Background: an optimization exercise with open tools, aiming at small area. Do not read the settings as production practice. Function was checked by simulation only, so behaviour that the tests miss may differ from the original. No activity file was given, so power comes from the tool's default toggle rates.

run Y:
==> flow/design.v <==
module baud_rate_generator(
    input  clk,
    input  reset,
    output tick,
    output bc1
);
    reg [3:0] counter;
    assign bc1  = (counter == 4'd1);
    assign tick = counter[3] & counter[2] & counter[0];    
    always @(posedge clk)
        if (reset | tick) counter <= 4'd0;
        else              counter <= counter + 4'd1;
endmodule
module uart_copro_top(
    input  clk,
    input  reset,
    input  rx,
    output tx,
    input  [1:0] mode
);
    localparam [1:0] IDLE = 2'd0, START = 2'd1, DATA = 2'd2, STOP = 2'd3;
    wire tick, bc1;
    baud_rate_generator BAUD (.clk(clk), .reset(reset), .tick(tick), .bc1(bc1));
    reg [5:0] ph;
    always @(posedge clk) ph <= ph + 6'd1;
    wire ph63 = &ph;
    reg [7:0] q;
    reg [3:0] cc;        
    reg       rxb;       
    wire qidle      = ~q[7] & ~q[6];
    wire rsample    = tick & (&q[3:0]) & (q[7] ? ~&q[6:4] : q[4]);
    wire data_ready = tick & (&q);
    wire [5:0] welem = {~cc, q[6:5]};    
    wire rwr = q[7] & (ph == welem);
    always @(posedge clk) begin
        if (reset) q <= 8'd0;
        else if (qidle) begin if (~rx) q <= 8'd104; end
        else if (tick) q <= q + 8'd1;
        if (rsample) rxb <= rx;
        if (reset) cc <= 4'd0;
        else if (data_ready) cc <= cc + 4'd1;
    end
    reg [1:0] sq;
    wire trig  = (sq == 2'd1) & bc1;
    wire cpend = (sq == 2'd3);
    wire act   = (sq == 2'd2);
    wire compl = data_ready & (&cc);
    always @(posedge clk) begin
        sq[0] <= ~reset & ((~sq[1] & (sq[0] | compl)) | (sq[1] & sq[0] & ~ph63));
        sq[1] <= ~reset & ((sq[0] & (sq[1] | bc1)) | (sq[1] & ~sq[0] & ~ph63));
    end
    reg [63:0] A0, A1, B0, B1, C0, C1;
    reg [3:0]  X0, X1;
    reg cy, fv1, fv2;
    reg [1:0] mL;
    wire a0 = A0[0], a1 = A1[0];
    wire b0 = B0[0] & fv1, b1 = B1[0] & fv1;
    wire c0 = C0[0] & fv2, c1 = C1[0] & fv2;
    wire s0 = a0 ^ b0 ^ cy;
    wire k0 = (a0 & b0) | (cy & (a0 ^ b0));
    wire s1 = a1 ^ b1 ^ k0;
    wire k1 = (a1 & b1) | (k0 & (a1 ^ b1));
    wire r0 = mL[0] ? a0 : mL[1] ? c0 : s0;
    wire r1 = mL[0] ? a1 : mL[1] ? c1 : s1;
    wire slot0 = (ph[5:2] == 4'd0);
    wire wra = act & ~slot0;     
    wire wrx = act & slot0;      
    always @(posedge clk) begin
        A0 <= {(rwr & ~q[4]) ? rxb : A0[0], A0[63:61], wra ? r0 : A0[60], A0[59:1]};
        A1 <= {(rwr &  q[4]) ? rxb : A1[0], A1[63:61], wra ? r1 : A1[60], A1[59:1]};
        X0 <= {wrx ? r0 : X0[0], X0[3:1]};
        X1 <= {wrx ? r1 : X1[0], X1[3:1]};
        B0 <= {act ? A0[0] : B0[0], B0[63:1]};
        B1 <= {act ? A1[0] : B1[0], B1[63:1]};
        C0 <= {act ? B0[0] : C0[0], C0[63:1]};
        C1 <= {act ? B1[0] : C1[0], C1[63:1]};
        cy <= act & k1;
        if (trig) mL <= mode;
        if (reset) begin
            fv1 <= 1'b0;
            fv2 <= 1'b0;
        end else if (act & ph63) begin
            fv1 <= 1'b1;
            fv2 <= fv1;
        end
    end
    reg [4:0] pd;
    reg [7:0] u;
    reg [3:0] D0, D1;    
    wire tidle    = ~u[7] & ~u[6] & u[4];
    wire tstart   = ~u[7] & u[6];
    wire tdata    = u[7];
    wire tx_done  = tick & ~u[7] & ~u[6] & ~u[4] & (&u[3:0]);
    wire tx_start = tidle & ~(pd[4] & ~pd[0]) & ~trig;
    wire fetch = tstart & (pd[4] | (ph[5:2] == pd[3:0]));
    always @(posedge clk) begin
        if (reset) begin pd[4] <= 1'b1; pd[0] <= 1'b0; end
        else if (trig) pd <= 5'd14;
        else if (tx_done) pd <= pd - 5'd1;
        D0 <= {fetch ? (pd[4] ? X0[0] : A0[0]) : D0[0], D0[3:1]};
        D1 <= {fetch ? (pd[4] ? X1[0] : A1[0]) : D1[0], D1[3:1]};
        if (reset) u <= 8'h10;
        else if (tidle) begin if (tx_start) u <= 8'h70; end
        else if (tick) u <= u + 8'd1;
    end
    wire [1:0] dst = u[6:5] - ph[1:0];
    wire [3:0] dsel = u[4] ? D1 : D0;
    assign tx = tdata ? dsel[dst] : ~tstart;
endmodule
Settings: LEC_CHECK=0, CAP_MARGIN=20, CORE_MARGIN=2, CORE_UTILIZATION=65, CTS_BUF_LIST=sky130_fd_sc_hd__clkbuf_8, CTS_CLUSTER_DIAMETER=60, CTS_CLUSTER_SIZE=20, SLEW_MARGIN=20; clock period 10.0 ns.
standard.sh (not shown) runs the stock make flow with config.mk's settings and CLKGATE_MAP_FILE= SYNTH_SCRIPT=/design/flow/synth_recipe.tcl, a recipe that flattens the netlist after the stock synthesis.
==> flow/flow/run.sh <==
#!/bin/bash
# Standard layout, except that synthesis maps the logic with an area-oriented
# ABC script (flow/area.abc) instead of ORFS's speed script.  Everything else
# in synthesis is the standard flow's own script (synth_recipe.tcl), so the registers are
# the standard synthesis's.  The ports are buffered as in the standard flow,
# with the smallest buffer cell.
set -euo pipefail
HERE=$(pwd)
{
  cat <<TCL
proc abc {args} {
  set i [lsearch -exact \$args -script]
  if {\$i >= 0} { lset args [expr {\$i + 1}] $HERE/flow/area.abc }
  yosys abc {*}\$args
}
TCL
  cat synth_recipe.tcl
} > area_synth.tcl
bash standard.sh SYNTH_SCRIPT=$HERE/area_synth.tcl "BUFFER_PORTS_ARGS=-buffer_cell sky130_fd_sc_hd__buf_1" finish > standard.log 2>&1
==> flow/flow/area.abc <==
strash
ifraig
scorr
dc2
strash
dch -f
amap -m
For run F, these inputs were changed with respect to run Y:
-- flow/design.v --
<<< run Y, line 52
    reg [63:0] A0, A1, B0, B1, C0, C1;
    reg [3:0]  X0, X1;
    reg cy, fv1, fv2;
    reg [1:0] mL;
    wire a0 = A0[0], a1 = A1[0];
    wire b0 = B0[0] & fv1, b1 = B1[0] & fv1;
    wire c0 = C0[0] & fv2, c1 = C1[0] & fv2;
    wire s0 = a0 ^ b0 ^ cy;
    wire k0 = (a0 & b0) | (cy & (a0 ^ b0));
>>> run F, line 52
    reg [63:0] A0, A1, B0, B1, C0, C1;
    reg [3:0]  X0, X1;
    reg cy, fv1;
    reg [1:0] mL;
    wire a0 = A0[0], a1 = A1[0];
    wire b0 = B0[0] & fv1, b1 = B1[0] & fv1;
    wire c0 = C0[0] & fv1, c1 = C1[0] & fv1;
    wire s0 = a0 ^ b0 ^ cy;
    wire k0 = (a0 & b0) | (cy & (a0 ^ b0));
<<< run Y, line 73
        B0 <= {act ? A0[0] : B0[0], B0[63:1]};
        B1 <= {act ? A1[0] : B1[0], B1[63:1]};
        C0 <= {act ? B0[0] : C0[0], C0[63:1]};
        C1 <= {act ? B1[0] : C1[0], C1[63:1]};
        cy <= act & k1;
        if (trig) mL <= mode;
        if (reset) begin
            fv1 <= 1'b0;
            fv2 <= 1'b0;
        end else if (act & ph63) begin
            fv1 <= 1'b1;
            fv2 <= fv1;
        end
    end
    reg [4:0] pd;
>>> run F, line 73
        B0 <= {act ? A0[0] : B0[0], B0[63:1]};
        B1 <= {act ? A1[0] : B1[0], B1[63:1]};
        C0 <= {act ? b0 : C0[0], C0[63:1]};
        C1 <= {act ? b1 : C1[0], C1[63:1]};
        cy <= act & k1;
        if (trig) mL <= mode;
        if (reset) fv1 <= 1'b0;
        else if (act & ph63) fv1 <= 1'b1;
    end
    reg [4:0] pd;
Results
- Run F reached the final stage; the timing, DRC and antenna checks on its layout passed.
- Dominant combinational cell family by area after synthesis = compound AO/OA/AOI/OAI gates: run Y; dominant combinational cell family by area after synthesis = simple AND/OR/NAND/NOR gates: run F
- There was hardly any difference in area of the mapped netlist between run Y and run F.
- As far as total die area is concerned, run Y and run F perform about the same.
- The final setup violation count of run Y and that of run F are within noise of each other.
- Run F against run Y: sequential area share after synthesis saw little to no change, leakage power of the design held steady.

[what the ideal ports hide]
Ports are ideal in the flow. The routed layouts listed here were re-timed in OpenROAD.
Step 1 sets driving cells, clkbuf_16 on the clock port and buf_2 on the other inputs (assumed; they add their load-dependent delay and slew).
Step 2 adds t to the input delays and takes it off the output delays; t is the mean of the earliest and latest rising clock arrival at the registers after step 1. Input paths then give back, and output paths get back, about the clock's delay inside the block.
a / b / c = ideal / step 1 / step 2; a / b = the first two.
run | shift t [ns] | slack for setup (ns) | worst setup path at the end
run Y | 0.595 | 5.899 / 5.860 / 6.456 | register to output
run F | 0.592 | 5.711 / 5.677 / 6.269 | register to output
After both steps every run listed still meets setup and hold.
